Source: an optimization exercise on an open RTL-to-GDS flow (aim: small area and a short achievable clock period). Production flows keep margins and buffers that such runs may drop.
No functional check of the RTL was part of any run shown here.
Power figures rest on the tool's default switching activity, not on a simulated workload.

`design/flow/design.v`:
```
module alu16bit (
  input clk,
  input reset,
  input [2:0] operation,
  input [15:0] operand_A,
  input [15:0] operand_B,
  output reg [31:0] result,
  output reg carry_flag,
  output reg zero_flag
);
  wire [15:0] a = operand_A;
  wire [15:0] b = operand_B;
  wire is_add = ~reset & (operation == 3'd0);
  wire is_sub = ~reset & (operation == 3'd1);
  wire is_mul = ~reset & (operation == 3'd2);
  wire [15:0] m = is_mul ? b : {15'd0, is_add | is_sub};
  reg [15:0] cv;
  always @(*) begin
    if (reset) cv = 16'd0;
    else
    case (operation)
      3'd0: cv = b;
      3'd1: cv = ~b;
      3'd3: cv = a & b;
      3'd4: cv = a | b;
      3'd5: cv = ~(a & b);
      3'd6: cv = ~(a | b);
      3'd7: cv = a ^ b;
      default: cv = 16'd0;
    endcase
  end
  wire cin = is_sub;
  wire [15:0] cvn;
  wire t00 = ~(is_sub | (~reset & (operation == 3'd5 || operation == 3'd6)));
  wire t01 = ~(is_add | (~reset & (operation == 3'd4 || operation == 3'd5 || operation == 3'd7)));
  wire t10 = ~(is_sub | (~reset & (operation == 3'd4 || operation == 3'd5 || operation == 3'd7)));
  wire t11 = ~(is_add | (~reset & (operation == 3'd3 || operation == 3'd4)));
  genvar cb;
  generate for (cb = 0; cb < 16; cb = cb + 1) begin : g_cv
    cvbit ucv (a[cb], b[cb], t00, t01, t10, t11, cvn[cb]);
  end endgenerate
  wire is_sub_n = ~is_sub;
  wire [15:0] an = ~a;
  wire [15:0] mn = ~m;
  wire p1;
  nor2 up1 (an[0], mn[0], p1);
  wire p2;
  nor2 up2 (an[1], mn[0], p2);
  wire p3;
  nor2 up3 (an[2], mn[0], p3);
  wire p4;
  nor2 up4 (an[3], mn[0], p4);
  wire p5;
  nor2 up5 (an[4], mn[0], p5);
  wire p6;
  nor2 up6 (an[5], mn[0], p6);
  wire p7;
  nor2 up7 (an[6], mn[0], p7);
  wire p8;
  nor2 up8 (an[7], mn[0], p8);
  wire p9;
  nor2 up9 (an[8], mn[0], p9);
  wire p10;
  nor2 up10 (an[9], mn[0], p10);
  wire p11;
  nor2 up11 (an[10], mn[0], p11);
  wire p12;
  nor2 up12 (an[11], mn[0], p12);
  wire p13;
  nor2 up13 (an[12], mn[0], p13);
  wire p14;
  nor2 up14 (an[13], mn[0], p14);
  wire p15;
  nor2 up15 (an[14], mn[0], p15);
  wire p16;
  nor2 up16 (an[15], mn[0], p16);
  wire p17;
  o21ai up17 (an[0], mn[1], cvn[1], p17);
  wire p18;
  o21ai up18 (an[1], mn[1], cvn[2], p18);
  wire p19;
  o21ai up19 (an[2], mn[1], cvn[3], p19);
  wire p20;
  o21ai up20 (an[3], mn[1], cvn[4], p20);
  wire p21;
  o21ai up21 (an[4], mn[1], cvn[5], p21);
  wire p22;
  o21ai up22 (an[5], mn[1], cvn[6], p22);
  wire p23;
  o21ai up23 (an[6], mn[1], cvn[7], p23);
  wire p24;
  o21ai up24 (an[7], mn[1], cvn[8], p24);
  wire p25;
  o21ai up25 (an[8], mn[1], cvn[9], p25);
  wire p26;
  o21ai up26 (an[9], mn[1], cvn[10], p26);
  wire p27;
  o21ai up27 (an[10], mn[1], cvn[11], p27);
  wire p28;
  o21ai up28 (an[11], mn[1], cvn[12], p28);
  wire p29;
  o21ai up29 (an[12], mn[1], cvn[13], p29);
  wire p30;
  o21ai up30 (an[13], mn[1], cvn[14], p30);
  wire p31;
  o21ai up31 (an[14], mn[1], cvn[15], p31);
  wire p32;
  nor2 up32 (an[15], mn[1], p32);
  wire p33;
  nor2 up33 (an[0], mn[2], p33);
  wire p34;
  nor2 up34 (an[1], mn[2], p34);
  wire p35;
  nor2 up35 (an[2], mn[2], p35);
  wire p36;
  nor2 up36 (an[3], mn[2], p36);
  wire p37;
  nor2 up37 (an[4], mn[2], p37);
  wire p38;
  nor2 up38 (an[5], mn[2], p38);
  wire p39;
  nor2 up39 (an[6], mn[2], p39);
  wire p40;
  nor2 up40 (an[7], mn[2], p40);
  wire p41;
  nor2 up41 (an[8], mn[2], p41);
  wire p42;
  nor2 up42 (an[9], mn[2], p42);
  wire p43;
  nor2 up43 (an[10], mn[2], p43);
  wire p44;
  nor2 up44 (an[11], mn[2], p44);
  wire p45;
  nor2 up45 (an[12], mn[2], p45);
  wire p46;
  nor2 up46 (an[13], mn[2], p46);
  wire p47;
  nor2 up47 (an[14], mn[2], p47);
  wire p48;
  nor2 up48 (an[15], mn[2], p48);
  wire p49;
  nor2 up49 (an[0], mn[3], p49);
  wire p50;
  nor2 up50 (an[1], mn[3], p50);
  wire p51;
  nor2 up51 (an[2], mn[3], p51);
  wire p52;
  nor2 up52 (an[3], mn[3], p52);
  wire p53;
  nor2 up53 (an[4], mn[3], p53);
  wire p54;
  nor2 up54 (an[5], mn[3], p54);
  wire p55;
  nor2 up55 (an[6], mn[3], p55);
  wire p56;
  nor2 up56 (an[7], mn[3], p56);
  wire p57;
  nor2 up57 (an[8], mn[3], p57);
  wire p58;
  nor2 up58 (an[9], mn[3], p58);
  wire p59;
  nor2 up59 (an[10], mn[3], p59);
  wire p60;
  nor2 up60 (an[11], mn[3], p60);
  wire p61;
  nor2 up61 (an[12], mn[3], p61);
  wire p62;
  nor2 up62 (an[13], mn[3], p62);
  wire p63;
  nor2 up63 (an[14], mn[3], p63);
  wire p64;
  nor2 up64 (an[15], mn[3], p64);
  wire p65;
  nor2 up65 (an[0], mn[4], p65);
  wire p66;
  nor2 up66 (an[1], mn[4], p66);
  wire p67;
  nor2 up67 (an[2], mn[4], p67);
  wire p68;
  nor2 up68 (an[3], mn[4], p68);
  wire p69;
  nor2 up69 (an[4], mn[4], p69);
  wire p70;
  nor2 up70 (an[5], mn[4], p70);
  wire p71;
  nor2 up71 (an[6], mn[4], p71);
  wire p72;
  nor2 up72 (an[7], mn[4], p72);
  wire p73;
  nor2 up73 (an[8], mn[4], p73);
  wire p74;
  nor2 up74 (an[9], mn[4], p74);
  wire p75;
  nor2 up75 (an[10], mn[4], p75);
  wire p76;
  nor2 up76 (an[11], mn[4], p76);
  wire p77;
  nor2 up77 (an[12], mn[4], p77);
  wire p78;
  nor2 up78 (an[13], mn[4], p78);
  wire p79;
  nor2 up79 (an[14], mn[4], p79);
  wire p80;
  nor2 up80 (an[15], mn[4], p80);
  wire p81;
  nor2 up81 (an[0], mn[5], p81);
  wire p82;
  nor2 up82 (an[1], mn[5], p82);
  wire p83;
  nor2 up83 (an[2], mn[5], p83);
  wire p84;
  nor2 up84 (an[3], mn[5], p84);
  wire p85;
  nor2 up85 (an[4], mn[5], p85);
  wire p86;
  nor2 up86 (an[5], mn[5], p86);
  wire p87;
  nor2 up87 (an[6], mn[5], p87);
  wire p88;
  nor2 up88 (an[7], mn[5], p88);
  wire p89;
  nor2 up89 (an[8], mn[5], p89);
  wire p90;
  nor2 up90 (an[9], mn[5], p90);
  wire p91;
  nor2 up91 (an[10], mn[5], p91);
  wire p92;
  nor2 up92 (an[11], mn[5], p92);
  wire p93;
  nor2 up93 (an[12], mn[5], p93);
  wire p94;
  nor2 up94 (an[13], mn[5], p94);
  wire p95;
  nor2 up95 (an[14], mn[5], p95);
  wire p96;
  nor2 up96 (an[15], mn[5], p96);
  wire p97;
  nor2 up97 (an[0], mn[6], p97);
  wire p98;
  nor2 up98 (an[1], mn[6], p98);
  wire p99;
  nor2 up99 (an[2], mn[6], p99);
  wire p100;
  nor2 up100 (an[3], mn[6], p100);
  wire p101;
  nor2 up101 (an[4], mn[6], p101);
  wire p102;
  nor2 up102 (an[5], mn[6], p102);
  wire p103;
  nor2 up103 (an[6], mn[6], p103);
  wire p104;
  nor2 up104 (an[7], mn[6], p104);
  wire p105;
  nor2 up105 (an[8], mn[6], p105);
  wire p106;
  nor2 up106 (an[9], mn[6], p106);
  wire p107;
  nor2 up107 (an[10], mn[6], p107);
  wire p108;
  nor2 up108 (an[11], mn[6], p108);
  wire p109;
  nor2 up109 (an[12], mn[6], p109);
  wire p110;
  nor2 up110 (an[13], mn[6], p110);
  wire p111;
  nor2 up111 (an[14], mn[6], p111);
  wire p112;
  nor2 up112 (an[15], mn[6], p112);
  wire p113;
  nor2 up113 (an[0], mn[7], p113);
  wire p114;
  nor2 up114 (an[1], mn[7], p114);
  wire p115;
  nor2 up115 (an[2], mn[7], p115);
  wire p116;
  nor2 up116 (an[3], mn[7], p116);
  wire p117;
  nor2 up117 (an[4], mn[7], p117);
  wire p118;
  nor2 up118 (an[5], mn[7], p118);
  wire p119;
  nor2 up119 (an[6], mn[7], p119);
  wire p120;
  nor2 up120 (an[7], mn[7], p120);
  wire p121;
  nor2 up121 (an[8], mn[7], p121);
  wire p122;
  nor2 up122 (an[9], mn[7], p122);
  wire p123;
  nor2 up123 (an[10], mn[7], p123);
  wire p124;
  nor2 up124 (an[11], mn[7], p124);
  wire p125;
  nor2 up125 (an[12], mn[7], p125);
  wire p126;
  nor2 up126 (an[13], mn[7], p126);
  wire p127;
  nor2 up127 (an[14], mn[7], p127);
  wire p128;
  nor2 up128 (an[15], mn[7], p128);
  wire p129;
  nor2 up129 (an[0], mn[8], p129);
  wire p130;
  nor2 up130 (an[1], mn[8], p130);
  wire p131;
  nor2 up131 (an[2], mn[8], p131);
  wire p132;
  nor2 up132 (an[3], mn[8], p132);
  wire p133;
  nor2 up133 (an[4], mn[8], p133);
  wire p134;
  nor2 up134 (an[5], mn[8], p134);
  wire p135;
  nor2 up135 (an[6], mn[8], p135);
  wire p136;
  nor2 up136 (an[7], mn[8], p136);
  wire p137;
  nor2 up137 (an[8], mn[8], p137);
  wire p138;
  nor2 up138 (an[9], mn[8], p138);
  wire p139;
  nor2 up139 (an[10], mn[8], p139);
  wire p140;
  nor2 up140 (an[11], mn[8], p140);
  wire p141;
  nor2 up141 (an[12], mn[8], p141);
  wire p142;
  nor2 up142 (an[13], mn[8], p142);
  wire p143;
  nor2 up143 (an[14], mn[8], p143);
  wire p144;
  nor2 up144 (an[15], mn[8], p144);
  wire p145;
  nor2 up145 (an[0], mn[9], p145);
  wire p146;
  nor2 up146 (an[1], mn[9], p146);
  wire p147;
  nor2 up147 (an[2], mn[9], p147);
  wire p148;
  nor2 up148 (an[3], mn[9], p148);
  wire p149;
  nor2 up149 (an[4], mn[9], p149);
  wire p150;
  nor2 up150 (an[5], mn[9], p150);
  wire p151;
  nor2 up151 (an[6], mn[9], p151);
  wire p152;
  nor2 up152 (an[7], mn[9], p152);
  wire p153;
  nor2 up153 (an[8], mn[9], p153);
  wire p154;
  nor2 up154 (an[9], mn[9], p154);
  wire p155;
  nor2 up155 (an[10], mn[9], p155);
  wire p156;
  nor2 up156 (an[11], mn[9], p156);
  wire p157;
  nor2 up157 (an[12], mn[9], p157);
  wire p158;
  nor2 up158 (an[13], mn[9], p158);
  wire p159;
  nor2 up159 (an[14], mn[9], p159);
  wire p160;
  nor2 up160 (an[15], mn[9], p160);
  wire p161;
  nor2 up161 (an[0], mn[10], p161);
  wire p162;
  nor2 up162 (an[1], mn[10], p162);
  wire p163;
  nor2 up163 (an[2], mn[10], p163);
  wire p164;
  nor2 up164 (an[3], mn[10], p164);
  wire p165;
  nor2 up165 (an[4], mn[10], p165);
  wire p166;
  nor2 up166 (an[5], mn[10], p166);
  wire p167;
  nor2 up167 (an[6], mn[10], p167);
  wire p168;
  nor2 up168 (an[7], mn[10], p168);
  wire p169;
  nor2 up169 (an[8], mn[10], p169);
  wire p170;
  nor2 up170 (an[9], mn[10], p170);
  wire p171;
  nor2 up171 (an[10], mn[10], p171);
  wire p172;
  nor2 up172 (an[11], mn[10], p172);
  wire p173;
  nor2 up173 (an[12], mn[10], p173);
  wire p174;
  nor2 up174 (an[13], mn[10], p174);
  wire p175;
  nor2 up175 (an[14], mn[10], p175);
  wire p176;
  nor2 up176 (an[15], mn[10], p176);
  wire p177;
  nor2 up177 (an[0], mn[11], p177);
  wire p178;
  nor2 up178 (an[1], mn[11], p178);
  wire p179;
  nor2 up179 (an[2], mn[11], p179);
  wire p180;
  nor2 up180 (an[3], mn[11], p180);
  wire p181;
  nor2 up181 (an[4], mn[11], p181);
  wire p182;
  nor2 up182 (an[5], mn[11], p182);
  wire p183;
  nor2 up183 (an[6], mn[11], p183);
  wire p184;
  nor2 up184 (an[7], mn[11], p184);
  wire p185;
  nor2 up185 (an[8], mn[11], p185);
  wire p186;
  nor2 up186 (an[9], mn[11], p186);
  wire p187;
  nor2 up187 (an[10], mn[11], p187);
  wire p188;
  nor2 up188 (an[11], mn[11], p188);
  wire p189;
  nor2 up189 (an[12], mn[11], p189);
  wire p190;
  nor2 up190 (an[13], mn[11], p190);
  wire p191;
  nor2 up191 (an[14], mn[11], p191);
  wire p192;
  nor2 up192 (an[15], mn[11], p192);
  wire p193;
  nor2 up193 (an[0], mn[12], p193);
  wire p194;
  nor2 up194 (an[1], mn[12], p194);
  wire p195;
  nor2 up195 (an[2], mn[12], p195);
  wire p196;
  nor2 up196 (an[3], mn[12], p196);
  wire p197;
  nor2 up197 (an[4], mn[12], p197);
  wire p198;
  nor2 up198 (an[5], mn[12], p198);
  wire p199;
  nor2 up199 (an[6], mn[12], p199);
  wire p200;
  nor2 up200 (an[7], mn[12], p200);
  wire p201;
  nor2 up201 (an[8], mn[12], p201);
  wire p202;
  nor2 up202 (an[9], mn[12], p202);
  wire p203;
  nor2 up203 (an[10], mn[12], p203);
  wire p204;
  nor2 up204 (an[11], mn[12], p204);
  wire p205;
  nor2 up205 (an[12], mn[12], p205);
  wire p206;
  nor2 up206 (an[13], mn[12], p206);
  wire p207;
  nor2 up207 (an[14], mn[12], p207);
  wire p208;
  nor2 up208 (an[15], mn[12], p208);
  wire p209;
  nor2 up209 (an[0], mn[13], p209);
  wire p210;
  nor2 up210 (an[1], mn[13], p210);
  wire p211;
  nor2 up211 (an[2], mn[13], p211);
  wire p212;
  nor2 up212 (an[3], mn[13], p212);
  wire p213;
  nor2 up213 (an[4], mn[13], p213);
  wire p214;
  nor2 up214 (an[5], mn[13], p214);
  wire p215;
  nor2 up215 (an[6], mn[13], p215);
  wire p216;
  nor2 up216 (an[7], mn[13], p216);
  wire p217;
  nor2 up217 (an[8], mn[13], p217);
  wire p218;
  nor2 up218 (an[9], mn[13], p218);
  wire p219;
  nor2 up219 (an[10], mn[13], p219);
  wire p220;
  nor2 up220 (an[11], mn[13], p220);
  wire p221;
  nor2 up221 (an[12], mn[13], p221);
  wire p222;
  nor2 up222 (an[13], mn[13], p222);
  wire p223;
  nor2 up223 (an[14], mn[13], p223);
  wire p224;
  nor2 up224 (an[15], mn[13], p224);
  wire p225;
  nor2 up225 (an[0], mn[14], p225);
  wire p226;
  nor2 up226 (an[1], mn[14], p226);
  wire p227;
  nor2 up227 (an[2], mn[14], p227);
  wire p228;
  nor2 up228 (an[3], mn[14], p228);
  wire p229;
  nor2 up229 (an[4], mn[14], p229);
  wire p230;
  nor2 up230 (an[5], mn[14], p230);
  wire p231;
  nor2 up231 (an[6], mn[14], p231);
  wire p232;
  nor2 up232 (an[7], mn[14], p232);
  wire p233;
  nor2 up233 (an[8], mn[14], p233);
  wire p234;
  nor2 up234 (an[9], mn[14], p234);
  wire p235;
  nor2 up235 (an[10], mn[14], p235);
  wire p236;
  nor2 up236 (an[11], mn[14], p236);
  wire p237;
  nor2 up237 (an[12], mn[14], p237);
  wire p238;
  nor2 up238 (an[13], mn[14], p238);
  wire p239;
  nor2 up239 (an[14], mn[14], p239);
  wire p240;
  nor2 up240 (an[15], mn[14], p240);
  wire p241;
  nor2 up241 (an[0], mn[15], p241);
  wire p242;
  o21ai up242 (an[1], mn[15], is_sub_n, p242);
  wire p243;
  o21ai up243 (an[2], mn[15], is_sub_n, p243);
  wire p244;
  o21ai up244 (an[3], mn[15], is_sub_n, p244);
  wire p245;
  o21ai up245 (an[4], mn[15], is_sub_n, p245);
  wire p246;
  o21ai up246 (an[5], mn[15], is_sub_n, p246);
  wire p247;
  o21ai up247 (an[6], mn[15], is_sub_n, p247);
  wire p248;
  o21ai up248 (an[7], mn[15], is_sub_n, p248);
  wire p249;
  o21ai up249 (an[8], mn[15], is_sub_n, p249);
  wire p250;
  o21ai up250 (an[9], mn[15], is_sub_n, p250);
  wire p251;
  o21ai up251 (an[10], mn[15], is_sub_n, p251);
  wire p252;
  o21ai up252 (an[11], mn[15], is_sub_n, p252);
  wire p253;
  o21ai up253 (an[12], mn[15], is_sub_n, p253);
  wire p254;
  o21ai up254 (an[13], mn[15], is_sub_n, p254);
  wire p255;
  o21ai up255 (an[14], mn[15], is_sub_n, p255);
  wire p256;
  o21ai up256 (an[15], mn[15], is_sub_n, p256);
  wire n257, n258;
  ha un257 (p14, p44, n257, n258);
  wire n259, n260;
  fa un259 (p15, p45, p60, n259, n260);
  wire n261, n262;
  ha un261 (p75, p90, n261, n262);
  wire n263, n264;
  fa un263 (p16, p46, p61, n263, n264);
  wire n265, n266;
  fa un265 (p76, p91, p106, n265, n266);
  wire n267, n268;
  ha un267 (p121, p136, n267, n268);
  wire n269, n270;
  fa un269 (p32, p47, p62, n269, n270);
  wire n271, n272;
  fa un271 (p77, p92, p107, n271, n272);
  wire n273, n274;
  ha un273 (p122, p137, n273, n274);
  wire n275, n276;
  fa un275 (p48, p63, p78, n275, n276);
  wire n277, n278;
  fa un277 (p93, p108, p123, n277, n278);
  wire n279, n280;
  fa un279 (p64, p79, p94, n279, n280);
  wire n281, n282;
  ha un281 (p10, p40, n281, n282);
  wire n283, n284;
  fa un283 (p11, p41, p56, n283, n284);
  wire n285, n286;
  ha un285 (p71, p86, n285, n286);
  wire n287, n288;
  fa un287 (p12, p42, p57, n287, n288);
  wire n289, n290;
  fa un289 (p72, p87, p102, n289, n290);
  wire n291, n292;
  ha un291 (p117, p132, n291, n292);
  wire n293, n294;
  fa un293 (p13, p43, p58, n293, n294);
  wire n295, n296;
  fa un295 (p73, p88, p103, n295, n296);
  wire n297, n298;
  fa un297 (p118, p133, p148, n297, n298);
  wire n299, n300;
  ha un299 (p163, p178, n299, n300);
  wire n301, n302;
  fa un301 (p59, p74, p89, n301, n302);
  wire n303, n304;
  fa un303 (p104, p119, p134, n303, n304);
  wire n305, n306;
  fa un305 (p149, p164, p179, n305, n306);
  wire n307, n308;
  fa un307 (p194, p209, p29, n307, n308);
  wire n309, n310;
  fa un309 (p105, p120, p135, n309, n310);
  wire n311, n312;
  fa un311 (p150, p165, p180, n311, n312);
  wire n313, n314;
  fa un313 (p195, p210, p225, n313, n314);
  wire n315, n316;
  fa un315 (p30, n258, n261, n315, n316);
  wire n317, n318;
  fa un317 (p151, p166, p181, n317, n318);
  wire n319, n320;
  fa un319 (p196, p211, p226, n319, n320);
  wire n321, n322;
  fa un321 (p241, p31, n262, n321, n322);
  wire n323, n324;
  fa un323 (n267, n260, n263, n323, n324);
  wire n325, n326;
  fa un325 (p152, p167, p182, n325, n326);
  wire n327, n328;
  fa un327 (p197, p212, p227, n327, n328);
  wire n329, n330;
  fa un329 (p242, n268, n273, n329, n330);
  wire n331, n332;
  fa un331 (n264, n266, n269, n331, n332);
  wire n333, n334;
  fa un333 (p138, p153, p168, n333, n334);
  wire n335, n336;
  fa un335 (p183, p198, p213, n335, n336);
  wire n337, n338;
  fa un337 (p228, p243, n274, n337, n338);
  wire n339, n340;
  fa un339 (n270, n272, n275, n339, n340);
  wire n341, n342;
  fa un341 (p109, p124, p139, n341, n342);
  wire n343, n344;
  fa un343 (p154, p169, p184, n343, n344);
  wire n345, n346;
  fa un345 (p199, p214, p229, n345, n346);
  wire n347, n348;
  fa un347 (p244, n276, n278, n347, n348);
  wire n349, n350;
  fa un349 (p80, p95, p110, n349, n350);
  wire n351, n352;
  fa un351 (p125, p140, p155, n351, n352);
  wire n353, n354;
  fa un353 (p170, p185, p200, n353, n354);
  wire n355, n356;
  fa un355 (p215, p230, p245, n355, n356);
  wire n357, n358;
  fa un357 (p96, p111, p126, n357, n358);
  wire n359, n360;
  fa un359 (p141, p156, p171, n359, n360);
  wire n361, n362;
  fa un361 (p186, p201, p216, n361, n362);
  wire n363, n364;
  fa un363 (p112, p127, p142, n363, n364);
  wire n365, n366;
  fa un365 (p157, p172, p187, n365, n366);
  wire n367, n368;
  fa un367 (p128, p143, p158, n367, n368);
  wire n369, n370;
  ha un369 (p7, p37, n369, n370);
  wire n371, n372;
  fa un371 (p8, p38, p53, n371, n372);
  wire n373, n374;
  ha un373 (p68, p83, n373, n374);
  wire n375, n376;
  fa un375 (p9, p39, p54, n375, n376);
  wire n377, n378;
  fa un377 (p69, p84, p99, n377, n378);
  wire n379, n380;
  ha un379 (p114, p129, n379, n380);
  wire n381, n382;
  fa un381 (p55, p70, p85, n381, n382);
  wire n383, n384;
  fa un383 (p100, p115, p130, n383, n384);
  wire n385, n386;
  fa un385 (p145, p25, n281, n385, n386);
  wire n387, n388;
  fa un387 (p101, p116, p131, n387, n388);
  wire n389, n390;
  fa un389 (p146, p161, p26, n389, n390);
  wire n391, n392;
  fa un391 (n282, n285, n283, n391, n392);
  wire n393, n394;
  fa un393 (p147, p162, p177, n393, n394);
  wire n395, n396;
  fa un395 (p27, n286, n291, n395, n396);
  wire n397, n398;
  fa un397 (n284, n287, n289, n397, n398);
  wire n399, n400;
  fa un399 (p193, p28, n292, n399, n400);
  wire n401, n402;
  fa un401 (n299, n288, n290, n401, n402);
  wire n403, n404;
  fa un403 (n293, n295, n297, n403, n404);
  wire n405, n406;
  fa un405 (n300, n257, n294, n405, n406);
  wire n407, n408;
  fa un407 (n296, n298, n301, n407, n408);
  wire n409, n410;
  fa un409 (n303, n305, n307, n409, n410);
  wire n411, n412;
  fa un411 (n302, n304, n306, n411, n412);
  wire n413, n414;
  fa un413 (n308, n259, n309, n413, n414);
  wire n415, n416;
  fa un415 (n311, n313, n315, n415, n416);
  wire n417, n418;
  fa un417 (n310, n312, n314, n417, n418);
  wire n419, n420;
  fa un419 (n265, n317, n319, n419, n420);
  wire n421, n422;
  fa un421 (n316, n321, n323, n421, n422);
  wire n423, n424;
  fa un423 (n318, n320, n271, n423, n424);
  wire n425, n426;
  fa un425 (n325, n327, n322, n425, n426);
  wire n427, n428;
  fa un427 (n329, n324, n331, n427, n428);
  wire n429, n430;
  fa un429 (n326, n328, n277, n429, n430);
  wire n431, n432;
  fa un431 (n333, n335, n330, n431, n432);
  wire n433, n434;
  fa un433 (n337, n332, n339, n433, n434);
  wire n435, n436;
  fa un435 (n334, n336, n279, n435, n436);
  wire n437, n438;
  fa un437 (n341, n343, n345, n437, n438);
  wire n439, n440;
  fa un439 (n338, n340, n347, n439, n440);
  wire n441, n442;
  fa un441 (n342, n344, n346, n441, n442);
  wire n443, n444;
  fa un443 (n280, n349, n351, n443, n444);
  wire n445, n446;
  fa un445 (n353, n355, n348, n445, n446);
  wire n447, n448;
  fa un447 (p231, p246, n350, n447, n448);
  wire n449, n450;
  fa un449 (n352, n354, n356, n449, n450);
  wire n451, n452;
  fa un451 (n357, n359, n361, n451, n452);
  wire n453, n454;
  fa un453 (p202, p217, p232, n453, n454);
  wire n455, n456;
  fa un455 (p247, n358, n360, n455, n456);
  wire n457, n458;
  fa un457 (n362, n363, n365, n457, n458);
  wire n459, n460;
  fa un459 (p173, p188, p203, n459, n460);
  wire n461, n462;
  fa un461 (p218, p233, p248, n461, n462);
  wire n463, n464;
  fa un463 (n364, n366, n367, n463, n464);
  wire n465, n466;
  fa un465 (p144, p159, p174, n465, n466);
  wire n467, n468;
  fa un467 (p189, p204, p219, n467, n468);
  wire n469, n470;
  fa un469 (p234, p249, n368, n469, n470);
  wire n471, n472;
  fa un471 (p160, p175, p190, n471, n472);
  wire n473, n474;
  fa un473 (p205, p220, p235, n473, n474);
  wire n475, n476;
  fa un475 (p176, p191, p206, n475, n476);
  wire n477, n478;
  ha un477 (p5, p35, n477, n478);
  wire n479, n480;
  fa un479 (p6, p36, p51, n479, n480);
  wire n481, n482;
  ha un481 (p66, p81, n481, n482);
  wire n483, n484;
  fa un483 (p52, p67, p82, n483, n484);
  wire n485, n486;
  fa un485 (p97, p22, n369, n485, n486);
  wire n487, n488;
  fa un487 (p98, p113, p23, n487, n488);
  wire n489, n490;
  fa un489 (n370, n373, n371, n489, n490);
  wire n491, n492;
  fa un491 (p24, n374, n379, n491, n492);
  wire n493, n494;
  fa un493 (n372, n375, n377, n493, n494);
  wire n495, n496;
  fa un495 (n380, n376, n378, n495, n496);
  wire n497, n498;
  fa un497 (n381, n383, n385, n497, n498);
  wire n499, n500;
  fa un499 (n382, n384, n387, n499, n500);
  wire n501, n502;
  fa un501 (n389, n386, n391, n501, n502);
  wire n503, n504;
  fa un503 (n388, n390, n393, n503, n504);
  wire n505, n506;
  fa un505 (n395, n392, n397, n505, n506);
  wire n507, n508;
  fa un507 (n394, n396, n399, n507, n508);
  wire n509, n510;
  fa un509 (n398, n401, n403, n509, n510);
  wire n511, n512;
  fa un511 (n400, n402, n404, n511, n512);
  wire n513, n514;
  fa un513 (n405, n407, n409, n513, n514);
  wire n515, n516;
  fa un515 (n406, n408, n411, n515, n516);
  wire n517, n518;
  fa un517 (n410, n413, n415, n517, n518);
  wire n519, n520;
  fa un519 (n412, n414, n417, n519, n520);
  wire n521, n522;
  fa un521 (n419, n416, n421, n521, n522);
  wire n523, n524;
  fa un523 (n418, n420, n423, n523, n524);
  wire n525, n526;
  fa un525 (n425, n422, n427, n525, n526);
  wire n527, n528;
  fa un527 (n424, n429, n426, n527, n528);
  wire n529, n530;
  fa un529 (n431, n428, n433, n529, n530);
  wire n531, n532;
  fa un531 (n430, n435, n437, n531, n532);
  wire n533, n534;
  fa un533 (n432, n434, n439, n533, n534);
  wire n535, n536;
  fa un535 (n436, n438, n441, n535, n536);
  wire n537, n538;
  fa un537 (n443, n445, n440, n537, n538);
  wire n539, n540;
  fa un539 (n442, n444, n447, n539, n540);
  wire n541, n542;
  fa un541 (n449, n451, n446, n541, n542);
  wire n543, n544;
  fa un543 (n453, n448, n450, n543, n544);
  wire n545, n546;
  fa un545 (n452, n455, n457, n545, n546);
  wire n547, n548;
  fa un547 (n454, n459, n461, n547, n548);
  wire n549, n550;
  fa un549 (n456, n458, n463, n549, n550);
  wire n551, n552;
  fa un551 (n460, n462, n465, n551, n552);
  wire n553, n554;
  fa un553 (n467, n464, n469, n553, n554);
  wire n555, n556;
  fa un555 (p250, n466, n468, n555, n556);
  wire n557, n558;
  fa un557 (n471, n473, n470, n557, n558);
  wire n559, n560;
  fa un559 (p221, p236, p251, n559, n560);
  wire n561, n562;
  fa un561 (n472, n474, n475, n561, n562);
  wire n563, n564;
  fa un563 (p192, p207, p222, n563, n564);
  wire n565, n566;
  fa un565 (p237, p252, n476, n565, n566);
  wire n567, n568;
  fa un567 (p208, p223, p238, n567, n568);
  wire n569, n570;
  ha un569 (p4, p34, n569, n570);
  wire n571, n572;
  fa un571 (p50, p65, p20, n571, n572);
  wire n573, n574;
  fa un573 (p21, n478, n481, n573, n574);
  wire n575, n576;
  fa un575 (n482, n480, n483, n575, n576);
  wire n577, n578;
  fa un577 (n484, n487, n486, n577, n578);
  wire n579, n580;
  fa un579 (n488, n491, n490, n579, n580);
  wire n581, n582;
  fa un581 (n492, n494, n495, n581, n582);
  wire n583, n584;
  fa un583 (n496, n499, n498, n583, n584);
  wire n585, n586;
  fa un585 (n500, n503, n502, n585, n586);
  wire n587, n588;
  fa un587 (n504, n507, n506, n587, n588);
  wire n589, n590;
  fa un589 (n508, n510, n511, n589, n590);
  wire n591, n592;
  fa un591 (n512, n515, n514, n591, n592);
  wire n593, n594;
  fa un593 (n516, n519, n518, n593, n594);
  wire n595, n596;
  fa un595 (n520, n523, n522, n595, n596);
  wire n597, n598;
  fa un597 (n524, n527, n526, n597, n598);
  wire n599, n600;
  fa un599 (n528, n531, n533, n599, n600);
  wire n601, n602;
  fa un601 (n532, n535, n534, n601, n602);
  wire n603, n604;
  fa un603 (n536, n539, n538, n603, n604);
  wire n605, n606;
  fa un605 (n540, n543, n545, n605, n606);
  wire n607, n608;
  fa un607 (n547, n544, n546, n607, n608);
  wire n609, n610;
  fa un609 (n548, n551, n550, n609, n610);
  wire n611, n612;
  fa un611 (n552, n555, n557, n611, n612);
  wire n613, n614;
  fa un613 (n559, n556, n561, n613, n614);
  wire n615, n616;
  fa un615 (n560, n563, n562, n615, n616);
  wire n617, n618;
  fa un617 (p253, n564, n567, n617, n618);
  wire n619, n620;
  fa un619 (p224, p239, p254, n619, n620);
  wire n621, n622;
  ha un621 (p3, p33, n621, n622);
  wire n623, n624;
  fa un623 (p49, p19, n569, n623, n624);
  wire n625, n626;
  fa un625 (n570, n477, n571, n625, n626);
  wire n627, n628;
  fa un627 (n572, n479, n573, n627, n628);
  wire n629, n630;
  fa un629 (n574, n485, n575, n629, n630);
  wire n631, n632;
  fa un631 (n576, n489, n577, n631, n632);
  wire n633, n634;
  fa un633 (n493, n578, n579, n633, n634);
  wire n635, n636;
  fa un635 (n497, n580, n581, n635, n636);
  wire n637, n638;
  fa un637 (n582, n501, n583, n637, n638);
  wire n639, n640;
  fa un639 (n505, n584, n585, n639, n640);
  wire n641, n642;
  fa un641 (n509, n586, n587, n641, n642);
  wire n643, n644;
  fa un643 (n513, n588, n589, n643, n644);
  wire n645, n646;
  fa un645 (n517, n590, n591, n645, n646);
  wire n647, n648;
  fa un647 (n592, n521, n593, n647, n648);
  wire n649, n650;
  fa un649 (n525, n594, n595, n649, n650);
  wire n651, n652;
  fa un651 (n529, n596, n597, n651, n652);
  wire n653, n654;
  fa un653 (n530, n598, n599, n653, n654);
  wire n655, n656;
  fa un655 (n537, n600, n601, n655, n656);
  wire n657, n658;
  fa un657 (n541, n602, n603, n657, n658);
  wire n659, n660;
  fa un659 (n542, n605, n604, n659, n660);
  wire n661, n662;
  fa un661 (n549, n607, n606, n661, n662);
  wire n663, n664;
  fa un663 (n553, n608, n609, n663, n664);
  wire n665, n666;
  fa un665 (n554, n610, n611, n665, n666);
  wire n667, n668;
  fa un667 (n558, n613, n612, n667, n668);
  wire n669, n670;
  fa un669 (n565, n614, n615, n669, n670);
  wire n671, n672;
  fa un671 (n566, n617, n616, n671, n672);
  wire n673, n674;
  fa un673 (n568, n619, n618, n673, n674);
  wire n675, n676;
  fa un675 (p240, p255, n620, n675, n676);
  wire n677, n678;
  fa un677 (cin, p1, cv[0], n677, n678);
  wire n679, n680;
  fa un679 (p2, p17, n678, n679, n680);
  wire n681, n682;
  fa un681 (p18, n621, n680, n681, n682);
  wire n683, n684;
  fa un683 (n622, n623, n682, n683, n684);
  wire n685, n686;
  fa un685 (n624, n625, n684, n685, n686);
  wire n687, n688;
  fa un687 (n626, n627, n686, n687, n688);
  wire n689, n690;
  fa un689 (n628, n629, n688, n689, n690);
  wire n691, n692;
  fa un691 (n630, n631, n690, n691, n692);
  wire n693, n694;
  ha un693 (n632, n633, n693, n694);
  wire n695, n696;
  ha un695 (n634, n635, n695, n696);
  wire n697, n698;
  ha un697 (n636, n637, n697, n698);
  wire n699, n700;
  ha un699 (n638, n639, n699, n700);
  wire n701, n702;
  ha un701 (n640, n641, n701, n702);
  wire n703, n704;
  ha un703 (n642, n643, n703, n704);
  wire n705, n706;
  ha un705 (n644, n645, n705, n706);
  wire n707, n708;
  ha un707 (n646, n647, n707, n708);
  wire n709, n710;
  ha un709 (n648, n649, n709, n710);
  wire n711, n712;
  ha un711 (n650, n651, n711, n712);
  wire n713, n714;
  ha un713 (n652, n653, n713, n714);
  wire n715, n716;
  ha un715 (n654, n655, n715, n716);
  wire n717, n718;
  ha un717 (n656, n657, n717, n718);
  wire n719, n720;
  ha un719 (n658, n659, n719, n720);
  wire n721, n722;
  ha un721 (n660, n661, n721, n722);
  wire n723, n724;
  ha un723 (n662, n663, n723, n724);
  wire n725, n726;
  ha un725 (n664, n665, n725, n726);
  wire n727, n728;
  ha un727 (n666, n667, n727, n728);
  wire n729, n730;
  ha un729 (n668, n669, n729, n730);
  wire n731, n732;
  ha un731 (n670, n671, n731, n732);
  wire n733, n734;
  ha un733 (n672, n673, n733, n734);
  wire n735, n736;
  ha un735 (n674, n675, n735, n736);
  wire n737, n738;
  ha un737 (n676, p256, n737, n738);
  wire n739;
  aoi21 un739 (n693, n692, n694, n739);
  wire n740;
  aoi21 un740 (n697, n696, n698, n740);
  wire n741;
  nand2 un741 (n697, n695, n741);
  wire n742;
  aoi21 un742 (n701, n700, n702, n742);
  wire n743;
  nand2 un743 (n701, n699, n743);
  wire n744;
  aoi21 un744 (n705, n704, n706, n744);
  wire n745;
  nand2 un745 (n705, n703, n745);
  wire n746;
  aoi21 un746 (n709, n708, n710, n746);
  wire n747;
  nand2 un747 (n709, n707, n747);
  wire n748;
  aoi21 un748 (n713, n712, n714, n748);
  wire n749;
  nand2 un749 (n713, n711, n749);
  wire n750;
  aoi21 un750 (n717, n716, n718, n750);
  wire n751;
  nand2 un751 (n717, n715, n751);
  wire n752;
  aoi21 un752 (n721, n720, n722, n752);
  wire n753;
  nand2 un753 (n721, n719, n753);
  wire n754;
  aoi21 un754 (n725, n724, n726, n754);
  wire n755;
  nand2 un755 (n725, n723, n755);
  wire n756;
  aoi21 un756 (n729, n728, n730, n756);
  wire n757;
  nand2 un757 (n729, n727, n757);
  wire n758;
  aoi21 un758 (n733, n732, n734, n758);
  wire n759;
  nand2 un759 (n733, n731, n759);
  wire n760;
  aoi21 un760 (n737, n736, n738, n760);
  wire n761;
  nand2 un761 (n737, n735, n761);
  wire n762;
  oai21 un762 (n741, n739, n740, n762);
  wire n763;
  oai21 un763 (n745, n742, n744, n763);
  wire n764;
  nor2 un764 (n745, n743, n764);
  wire n765;
  oai21 un765 (n749, n746, n748, n765);
  wire n766;
  nor2 un766 (n749, n747, n766);
  wire n767;
  oai21 un767 (n753, n750, n752, n767);
  wire n768;
  nor2 un768 (n753, n751, n768);
  wire n769;
  oai21 un769 (n757, n754, n756, n769);
  wire n770;
  nor2 un770 (n757, n755, n770);
  wire n771;
  oai21 un771 (n761, n758, n760, n771);
  wire n772;
  nor2 un772 (n761, n759, n772);
  wire n773;
  aoi21 un773 (n764, n762, n763, n773);
  wire n774;
  aoi21 un774 (n768, n765, n767, n774);
  wire n775;
  nand2 un775 (n768, n766, n775);
  wire n776;
  aoi21 un776 (n772, n769, n771, n776);
  wire n777;
  nand2 un777 (n772, n770, n777);
  wire n778;
  oai21 un778 (n775, n773, n774, n778);
  wire n779;
  inv1 un779 (n778, n779);
  wire n780;
  oai21 un780 (n777, n779, n776, n780);
  wire n781;
  inv1 un781 (n773, n781);
  wire n782;
  aoi21 un782 (n766, n781, n765, n782);
  wire n783;
  aoi21 un783 (n770, n778, n769, n783);
  wire n784;
  inv1 un784 (n762, n784);
  wire n785;
  oai21 un785 (n743, n784, n742, n785);
  wire n786;
  oai21 un786 (n747, n773, n746, n786);
  wire n787;
  oai21 un787 (n751, n782, n750, n787);
  wire n788;
  inv1 un788 (n778, n788);
  wire n789;
  oai21 un789 (n755, n788, n754, n789);
  wire n790;
  oai21 un790 (n759, n783, n758, n790);
  wire n791;
  inv1 un791 (n739, n791);
  wire n792;
  aoi21 un792 (n695, n791, n696, n792);
  wire n793;
  aoi21 un793 (n699, n762, n700, n793);
  wire n794;
  aoi21 un794 (n703, n785, n704, n794);
  wire n795;
  inv1 un795 (n773, n795);
  wire n796;
  aoi21 un796 (n707, n795, n708, n796);
  wire n797;
  aoi21 un797 (n711, n786, n712, n797);
  wire n798;
  inv1 un798 (n782, n798);
  wire n799;
  aoi21 un799 (n715, n798, n716, n799);
  wire n800;
  aoi21 un800 (n719, n787, n720, n800);
  wire n801;
  aoi21 un801 (n723, n778, n724, n801);
  wire n802;
  aoi21 un802 (n727, n789, n728, n802);
  wire n803;
  inv1 un803 (n783, n803);
  wire n804;
  aoi21 un804 (n731, n803, n732, n804);
  wire n805;
  aoi21 un805 (n735, n790, n736, n805);
  wire n806;
  aoi21 un806 (is_sub, n780, 1'b0, n806);
  wire n807;
  xor2 un807 (n693, n692, n807);
  wire n808;
  xnor2 un808 (n695, n739, n808);
  wire n809;
  xnor2 un809 (n697, n792, n809);
  wire n810;
  xor2 un810 (n699, n762, n810);
  wire n811;
  xnor2 un811 (n701, n793, n811);
  wire n812;
  xor2 un812 (n703, n785, n812);
  wire n813;
  xnor2 un813 (n705, n794, n813);
  wire n814;
  xnor2 un814 (n707, n773, n814);
  wire n815;
  xnor2 un815 (n709, n796, n815);
  wire n816;
  xor2 un816 (n711, n786, n816);
  wire n817;
  xnor2 un817 (n713, n797, n817);
  wire n818;
  xnor2 un818 (n715, n782, n818);
  wire n819;
  xnor2 un819 (n717, n799, n819);
  wire n820;
  xor2 un820 (n719, n787, n820);
  wire n821;
  xnor2 un821 (n721, n800, n821);
  wire n822;
  xor2 un822 (n723, n778, n822);
  wire n823;
  xnor2 un823 (n725, n801, n823);
  wire n824;
  xor2 un824 (n727, n789, n824);
  wire n825;
  xnor2 un825 (n729, n802, n825);
  wire n826;
  xnor2 un826 (n731, n783, n826);
  wire n827;
  xnor2 un827 (n733, n804, n827);
  wire n828;
  xor2 un828 (n735, n790, n828);
  wire n829;
  xnor2 un829 (n737, n805, n829);
  wire n830;
  xor2 un830 (is_sub, n780, n830);
  wire [31:0] s = {n830, n829, n828, n827, n826, n825, n824, n823, n822, n821, n820, n819, n818, n817, n816, n815, n814, n813, n812, n811, n810, n809, n808, n807, n691, n689, n687, n685, n683, n681, n679, n677};
  wire borrow = is_sub & s[16];
  wire zero_lo = (s[15:0] == 16'd0);
  wire zero_mul = (a == 16'd0) | (b == 16'd0);
  wire [31:0] r = s;
  wire z = ~reset & (is_mul ? zero_mul : zero_lo);
  always @(posedge clk) begin
    result     <= r;
    carry_flag <= borrow;
    zero_flag  <= z;
  end
endmodule
module fa (input a, input b, input c, output s, output co);
  assign s = a ^ b ^ c;
  assign co = (a & b) | (a & c) | (b & c);
endmodule
module ha (input a, input b, output s, output co);
  assign s = a ^ b;
  assign co = a & b;
endmodule
module xor2 (input a, input b, output y);
  assign y = a ^ b;
endmodule
module xnor2 (input a, input b, output y);
  assign y = ~(a ^ b);
endmodule
module nand2 (input a, input b, output y);
  assign y = ~(a & b);
endmodule
module nor2 (input a, input b, output y);
  assign y = ~(a | b);
endmodule
module inv1 (input a, output y);
  assign y = ~a;
endmodule
module cvbit (input a, input b, input t00, input t01, input t10, input t11, output y);
  assign y = a ? (b ? t11 : t10) : (b ? t01 : t00);
endmodule
module aoi21 (input a, input b, input c, output y);
  assign y = ~((a & b) | c);
endmodule
module o21ai (input a, input b, input c, output y);
  assign y = ~((a | b) & c);
endmodule
module oai21 (input a, input b, input c, output y);
  assign y = ~((a | b) & c);
endmodule
```
`design/flow/flow/run.sh`:
```
#!/bin/bash
# The standard layout, with the port buffers made of plain buffers (sky130
# buf_1, which the resizer may upsize) instead of the delay-cell buffers that
# buffer_ports picks by default.
set -euo pipefail
export BUFFER_PORTS_ARGS="-buffer_cell sky130_fd_sc_hd__buf_1"
bash standard.sh > standard.log 2>&1
```
`design/flow/standard.sh`:
```
#!/bin/bash
# synth_recipe.tcl (not shown) runs the flow's synth.tcl, then flattens the netlist and writes it again
# the make line also repeats each setting of config.mk as NAME=value (left out here)
make -C /OpenROAD-flow-scripts/flow DESIGN_CONFIG=/design/flow/config.mk WORK_HOME=/design/flow/orfs CLKGATE_MAP_FILE= SYNTH_SCRIPT=/design/flow/synth_recipe.tcl "${@:-finish}"
```
`design/flow/config.mk`:
```
export PLATFORM = sky130hd
export DESIGN_NAME = alu16bit
export DESIGN_NICKNAME = alu16bit
export VERILOG_FILES = /design/flow/design.v
export SDC_FILE = /design/flow/constraint.sdc
export NUM_CORES = 4
export LEC_CHECK = 0
export ABC_AREA = 0
export CAP_MARGIN = 20
export CORE_MARGIN = 2
export CORE_UTILIZATION = 40
export GPL_TIMING_DRIVEN = 0
export SLEW_MARGIN = 20
export SYNTH_HIERARCHICAL = 1
```
`design/flow/constraint.sdc`:
```
create_clock -name core_clock -period 7.2 [get_ports {clk}]
set_input_delay 1.4400 -clock core_clock [delete_from_list [all_inputs] [get_ports {clk}]]
set_output_delay 1.4400 -clock core_clock [all_outputs]
set_load 0.01 [all_outputs]
```
==> results of run 1 <==
-- per-layer routing --
| layer | vias to the layer above | track usage [%] | part of all wire, % |
|---|---|---|---|
| li1 | 2496 | - | - |
| met1 | 3016 | 29.65 | 39 |
| met2 | 300 | 36.18 | 49 |
| met3 | 42 | 5.215 | 9.2 |
| met4 | 0 | 6.722 | 2.5 |
| met5 | - | 0 | 0 |
-- area by class of cell --
cell class,instances,share of cell area [%]
Buffer,4,0.4548
Tap cell,234,3.433
Clock inverter,1,0.3521
Multi-Input combinational cell,654,81.48
Sequential cell,34,7.981
Clock buffer,6,1.629
Inverter,27,1.232
Timing Repair Buffer,72,3.433
-- flip-flops by register name, indices dropped and copies added (netlist names) --
name	count
carry_flag	1
result	32
zero_flag	1
-- stage by stage --
stage,power [W],setup TNS (ns),instances,util (%)
2_1_floorplan,0.0004932,0,719,-
6_report,0.0008838,0,1032,45.44
3_3_place_gp,0.0006142,-9.301,1020,43.75
5_1_grt,0.0009451,0,1032,45.44
4_1_cts,0.0008874,-0.007499,1028,45.04
3_5_place_dp,0.0006172,-9.452,1020,43.75
-- modules after synthesis (local to each module, per instance), a selection --
| module | cells | copies in the design |
|---|---|---|
| xnor2 | 1 | 15 |
| inv1 | 1 | 8 |
| xor2 | 1 | 9 |
| nor2 | 1 | 231 |
| o21ai | 1 | 30 |
| fa | 1 | 203 |
| nand2 | 1 | 13 |
-- cells by family after synthesis --
group                    share of synthesized area (%)
buffers and inverters                            1.828
adder cells (fa/ha/maj)                          59.54
AND/OR/NAND/NOR                                  15.47
multiplexers                                     4.537
flip-flops                                       8.879
XOR/XNOR                                         2.742
AO/OA/AOI/OAI                                    7.002
-- where the power goes --
| part | total [W] | switching, W | internal (W) |
|---|---|---|---|
| Combinational | 0.000390 | 0.000244 | 0.000146 |
| Clock | 0.000259 | 0.0000882 | 0.000171 |
| Sequential | 0.000235 | 0.00000792 | 0.000227 |
-- worst paths after layout --
path	startpoint	endpoint	slack (ns)	depth (start not counted)
hold / removal	reset	result[31]	1.56	3
setup / recovery	operation[1]	result[30]	0.24	21
-- worst max-delay path: stages --
cell	delay, ns
clkbuf_2	0.19
nand2b_4	0.10
nor3_4	0.19
buf_4	0.16
buf_6	0.16
nand2_1	0.44
nor2_1	0.30
fa_1	0.48
fa_1	0.53
fa_1	0.41
fa_1	0.56
fa_1	0.44
ha_1	0.35
nand2_1	0.10
nor2_1	0.19
nand2_1	0.09
o21ai_2	0.37
a21oi_2	0.13
o21ai_1	0.26
a21oi_2	0.09
xnor2_1	0.13
-- cells in the mapped netlist (all sizes together) --
cell / number / area [sq um]
nor2: 235 / 882.1
fa: 203 / 4064
o21ai: 44 / 220.2
ha: 40 / 500.5
dfxtp: 34 / 680.7
a21oi: 30 / 255.3
nand2: 30 / 112.6
inv: 27 / 101.4
mux4: 15 / 337.8
xnor2: 15 / 131.4
nor4: 12 / 87.58
xor2: 9 / 78.83
nand2b: 5 / 46.30
buf: 4 / 38.78
nand4: 3 / 18.77
nor3: 2 / 21.27
a2111oi: 1 / 15.01
a211o: 1 / 8.760
a21o: 1 / 7.510
a311oi: 1 / 8.760
and2: 1 / 6.260
mux2i: 1 / 10.01
nand3: 1 / 5.000
o21a: 1 / 7.510
o21bai: 1 / 7.510
o22ai: 1 / 6.260
or2: 1 / 6.260
-- timing repair --
action / in CTS / in global routing
gates resized for setup: 21 / 11
pin swaps: 0 / 2
gates cloned: 0 / 0
buffers inserted: 1 / 4
setup endpoints to repair: 14 / 10
==> flow_summary.toml, run 1 <==
[outcome]
outcome = "complete, no violations"

[global_routing]
antenna_found_initial = 0
overflow = 0
grt_max_degree = 17
grt_pass1_vias = 6259
grt_usage_pct = 22.20
grt_pass1_wl_um = 34240

[route]
ant_nets = 0
route.vias.total = 5854
drcViolationCount = 0
wl_per_cell_um = 20.49
via_per_inst = 5.672
firstDrtPassIters = 5
drtIter0Drc = 407
finalWirelength_um = 21150

[layout]
stdcell_area_sq_um = 8528
final_common_cell = "nor2_1"
area_growth_pct = 11.25
n_fill_cell = 1795
regArea_sq_um = 680.7
multi_input_area_sq_um = 6949
antenna_cells = 0
drive_above_1_share_pct = 11.78
final_cell_mix = "235 x nor2_1, 202 x fa_1, 64 x buf_1"
final_nets = 1078

[floorplanning]
die_area_sq_um = 20290
core_area_sq_um = 18770
rows = 50
die_h_um = 142.4
start_util_pct = 40.85
pin_count = 71
die_x_um = 142.4

[pwr]
ir_drop_mv = 0.07518
powerDensity_nw_per_um2 = 103.6
p_leak_nw = 4.210

[synth]
ys_seq_elements = 34
netlist_area_sq_um = 7666
synth_cell_types = 33
synth_cells = 719
yosysWarnings = 7
ys_seq_area_share_pct = 8.879
syn-num-nets = 999
syn_avg_cell_area_sq_um = 10.66

[min_path]
hp-class = "primary input to flip-flop"

[timing]
fin_hold_ws_ns = 1.556
rsz0062_at_grt = "false"
worst_slack_ns = 0.2447
worst_pin_slew_ns = 0.8119
fmax_ghz = 0.1438
fin_crit_sh_pct = 96.60
min_period_ns = 6.955
slew_violations = 0
setup_viol = 0
slew_headroom_pct = 45.82
report.final.hold_viol_count = 0

[job]
maxCapViolCount = 0

[setup_path]
worstPathRequired_ns = 7.38
cp.arrival_ns = 7.14
start_kind = "primary input"
worstSetupEndpointType = "flip-flop"
path_class = "primary input to flip-flop"
crit_fanout = 16

[clock_network]
clock_path_buffers = 2
clkTransAtPathRegs_ns = 0.06
cts_hold_buf = 0
cts_made_buffers = 5
clkSinkCount = 34
tritoncts = "built"
root_buffer = "clkbuf_16"
htree_num_levels = 2

[place]
dp_hpwl_um = 15680
io_buffers = 67
place.gp.congestion = 0.8402
pre_cts_ws_ns = -0.8700
placed_area_sq_um = 8210
==> inputs of run 2 (changes only) <==
--- a/design/flow/design.v
+++ b/design/flow/design.v
@@ -12,7 +12,7 @@
   wire [15:0] b = operand_B;
   wire is_add = ~reset & (operation == 3'd0);
   wire is_sub = ~reset & (operation == 3'd1);
-  wire is_mul = ~reset & (operation == 3'd2);
+  wire is_mul = (operation == 3'd2);
   wire [15:0] m = is_mul ? b : {15'd0, is_add | is_sub};
   reg [15:0] cv;
   always @(*) begin
@@ -40,7 +40,7 @@
     cvbit ucv (a[cb], b[cb], t00, t01, t10, t11, cvn[cb]);
   end endgenerate
   wire is_sub_n = ~is_sub;
-  wire [15:0] an = ~a;
+  wire [15:0] an = ~(a & {16{~reset}});    
   wire [15:0] mn = ~m;
   wire p1;
   nor2 up1 (an[0], mn[0], p1);
==> flow_summary.toml, run 2 <==
[clock_network]
cts_made_buffers = 5
htree_num_levels = 2
root_buffer = "clkbuf_16"
clkSinkCount = 34
clock_path_buffers = 2
tritoncts = "built"
clkTransAtPathRegs_ns = 0.06

[place]
pre_cts_ws_ns = -0.9204
placed_cells = 1050
dp_hpwl_um = 16070
place.gp.congestion = 0.8536
io_buffers = 67

[synth]
synth_compound_area_share_pct = 6.784
yosysTopAreaCell = "fa_1"
ys_seq_elements = 34
synth-edff-count = 0
syn_avg_cell_area_sq_um = 10.69
synthMuxAreaShare_pct = 4.566
async_reset_ff_share_pct = 0
synth_top_family_by_area = "adder cells"
yosys-top-cells-area = "fa_1 53%, nor2_1 11%, dfxtp_1 8.8%, ha_1 6.5%, mux4_2 4.4%"
synth_xor_area_share_pct = 2.834
netlist_area_sq_um = 7727
synth_cells = 723
synth_cell_types = 35
yosysWarnings = 7
synthAdderAreaFrac_pct = 59.07
synth_flop_cell = "dfxtp_1"
syn-num-nets = 1003
synth-simple-area-share_pct = 16.94
synth_top_area_share_pct = 52.59
ys_seq_area_share_pct = 8.808
yosys-top-cells-count = "233 x nor2_1, 203 x fa_1, 43 x o21ai_1"
yosysMostFrequentCell = "nor2_1"

[floorplanning]
die_area_sq_um = 20450
start_util_pct = 41.04
die_h_um = 143.0
core_area_sq_um = 18830
die_x_um = 143.0
rows = 50
pin_count = 71

[layout]
n_fill_cell = 1802
final_util_pct = 46.02
regArea_sq_um = 680.7
multi_input_area_sq_um = 7119
reg_top3 = "result x32, carry_flag x1, zero_flag x1"
area_growth_pct = 12.14
final_common_cell = "nor2_1"
final-instance-count-excl-fill = 1066
antenna_cells = 0
final_cell_mix = "233 x nor2_1, 197 x fa_1, 65 x buf_1"
drive_above_1_share_pct = 13.90
largest_register_ffs = 32
top_register = "result"
final_nets = 1085

[global_routing]
antenna_found_initial = 0
overflow = 0
grt_max_degree = 17
grt_pass1_wl_um = 35400
grt_pass1_vias = 6578
grt_usage_pct = 22.76

[setup_path]
start_kind = "primary input"
crit_path_cell_trace = "buf_1 > clkbuf_1 > nand2b_1 > nor2_1 > fa_1 > fa_1 > fa_1 > fa_1 > fa_1 > ha_1 > nand2_1 > o21ai_1 > a21oi_4 > buf_4 > o21ai_2 > a21oi_2 > o21ai_1 > a21oi_2 > xnor2_1"
worstSetupEndpointType = "flip-flop"
crit_fanout = 16
crit_buf_inv = 3
cp.arrival_ns = 7.22
worstPathRequired_ns = 7.38
crit_slowest_cell = "nand2b_1"
path_class = "primary input to flip-flop"
slowest_delay_ns = 0.74
cp_common_cell = "fa_1"
path_delay_family = "adder cells"

[pwr]
powerDensity_nw_per_um2 = 100.2
ir_drop_mv = 0.07425
p_leak_nw = 4.054

[timing]
rsz0062_at_grt = "true"
report.final.hold_viol_count = 0
min_period_ns = 7.041
finalSetupTns_ns = 0
worst_slack_ns = 0.1586
slew_violations = 0
worst_pin_slew_ns = 0.8763
fmax_ghz = 0.1420
fin_crit_sh_pct = 97.80
setup_viol = 0
slew_headroom_pct = 41.58
fin_hold_ws_ns = 1.605

[route]
drtIter0Drc = 446
via_per_inst = 5.599
finalWirelength_um = 21570
wl_per_cell_um = 20.24
drcViolationCount = 0
firstDrtPassIters = 5
ant_nets = 0
route.vias.total = 5969

[min_path]
hp-class = "primary input to flip-flop"

[outcome]
outcome = "complete, no violations"

[job]
maxCapViolCount = 0
==> run 2: changes by cell type in the layout (fill, tap and decap cells not counted), moves of 3 or more <==
cell,previous run,this run
fa_1,202,197
inv_1,26,11
buf_4,5,9
nand3b_1,0,3
nand2_1,17,20
fa_2,1,6
nand2b_1,2,5
nor4_2,4,0
nand2b_2,1,13
==> run 2: path summary, 6_finish.rpt <==
| path | slack, ns | end | startpoint | depth (start not counted) |
|---|---|---|---|---|
| worst min-delay path | 1.61 | result[31] | operation[1] | 3 |
| worst max-delay path | 0.16 | result[30] | reset | 19 |
==> run 2: through the flow <==
| step | power, W | cell area (sq um) |
|---|---|---|
| 3_5_place_dp | 0.0006163 | 8304 |
| 5_1_grt | 0.0009336 | 8666 |
| 2_1_floorplan | 0.0004933 | 7727 |
| 3_3_place_gp | 0.0006133 | 8304 |
| 4_1_cts | 0.0008603 | 8537 |
| 6_report | 0.0008682 | 8666 |
==> run 2: report_power, final <==
part | leakage [nW] | internal [W] | switching (W)
clock network | 0.0739 | 0.000137 | 0.0000923
registers | 0.282 | 0.000226 | 0.00000834
logic | 3.70 | 0.000152 | 0.000252
==> run 2: final cells by class <==
class                      instances  share of cell area (%)
buffer                             6                  0.4332
clock buffer                       7                   1.646
clock inverter                     1                 0.05775
inverter                          11                  0.4765
multi-input combinational        672                   82.15
sequential                        34                   7.854
tap                              260                   3.754
timing repair buffer              75                   3.624
==> run 2: what timing repair did <==
item / in CTS / in global routing
endpoints found under the hold margin: 0 / 0
pin swaps: 3 / 5
hold buffers: 0 / 0
buffers inserted: 6 / 2
endpoints found under the setup margin: 13 / 10
resized for setup: 11 / 36
==> run 2: per-layer routing <==
metal	global-route usage [%]	part of all wire, %
met4	6.514	1.9
met5	0	0
met2	37.04	49
met1	31.08	41
met3	4.561	8.4
==> run 2: logic make-up after synthesis <==
logic type,after synthesis
AND/OR/NAND/NOR,310
XOR/XNOR,25
flip-flops,34
adder cells (fa/ha/maj),243
buffers and inverters,17
AO/OA/AOI/OAI,78
multiplexers,16
==> run 2: modules after synthesis (local to each module, per instance) <==
module,flops+latches,cells inside,cell area (sq um)
alu16bit,34,120,1234
cvbit,0,1,22.52
fa,0,1,20.02
ha,0,1,12.51
aoi21,0,1,8.758
xnor2,0,1,8.758
xor2,0,1,8.758
o21ai,0,1,5.005
oai21,0,1,5.005
inv1,0,1,3.754
nand2,0,1,3.754
nor2,0,1,3.754

static timing again, ports no longer ideal:
The flow's constraints put no driver on any port. The routed layouts listed below were extracted and timed again, unchanged, in two steps.
Step 1 (the two cells are an assumption about what drives the block):
set clk [get_ports {clk}]
set_driving_cell -lib_cell sky130_fd_sc_hd__clkbuf_16 $clk
set_driving_cell -lib_cell sky130_fd_sc_hd__buf_2 [delete_from_list [all_inputs] $clk]
Step 2 moves the port delays by t, midway between the first and last clock arrival at a register: inputs arrive t later, outputs are due t later. That takes back most of the time a late clock gives input paths.
Slacks: ideal ports / drivers / drivers and shift; pairs: ideal ports / drivers.
run	shift t [ns]	setup slack, ns	worst setup path at the end	worst data-port slew with drivers (ns)
run 1	0.333	0.245 / 0.267 / -0.066	input to register	0.04
run 2	0.332	0.159 / 0.176 / -0.156	input to register	0.04
Met with ideal ports but missed after step 2: setup timing in run 1 and run 2. The setup slack of run 2, which loses most, moves by +0.017 ns with the drivers and by -0.315 ns with both steps.
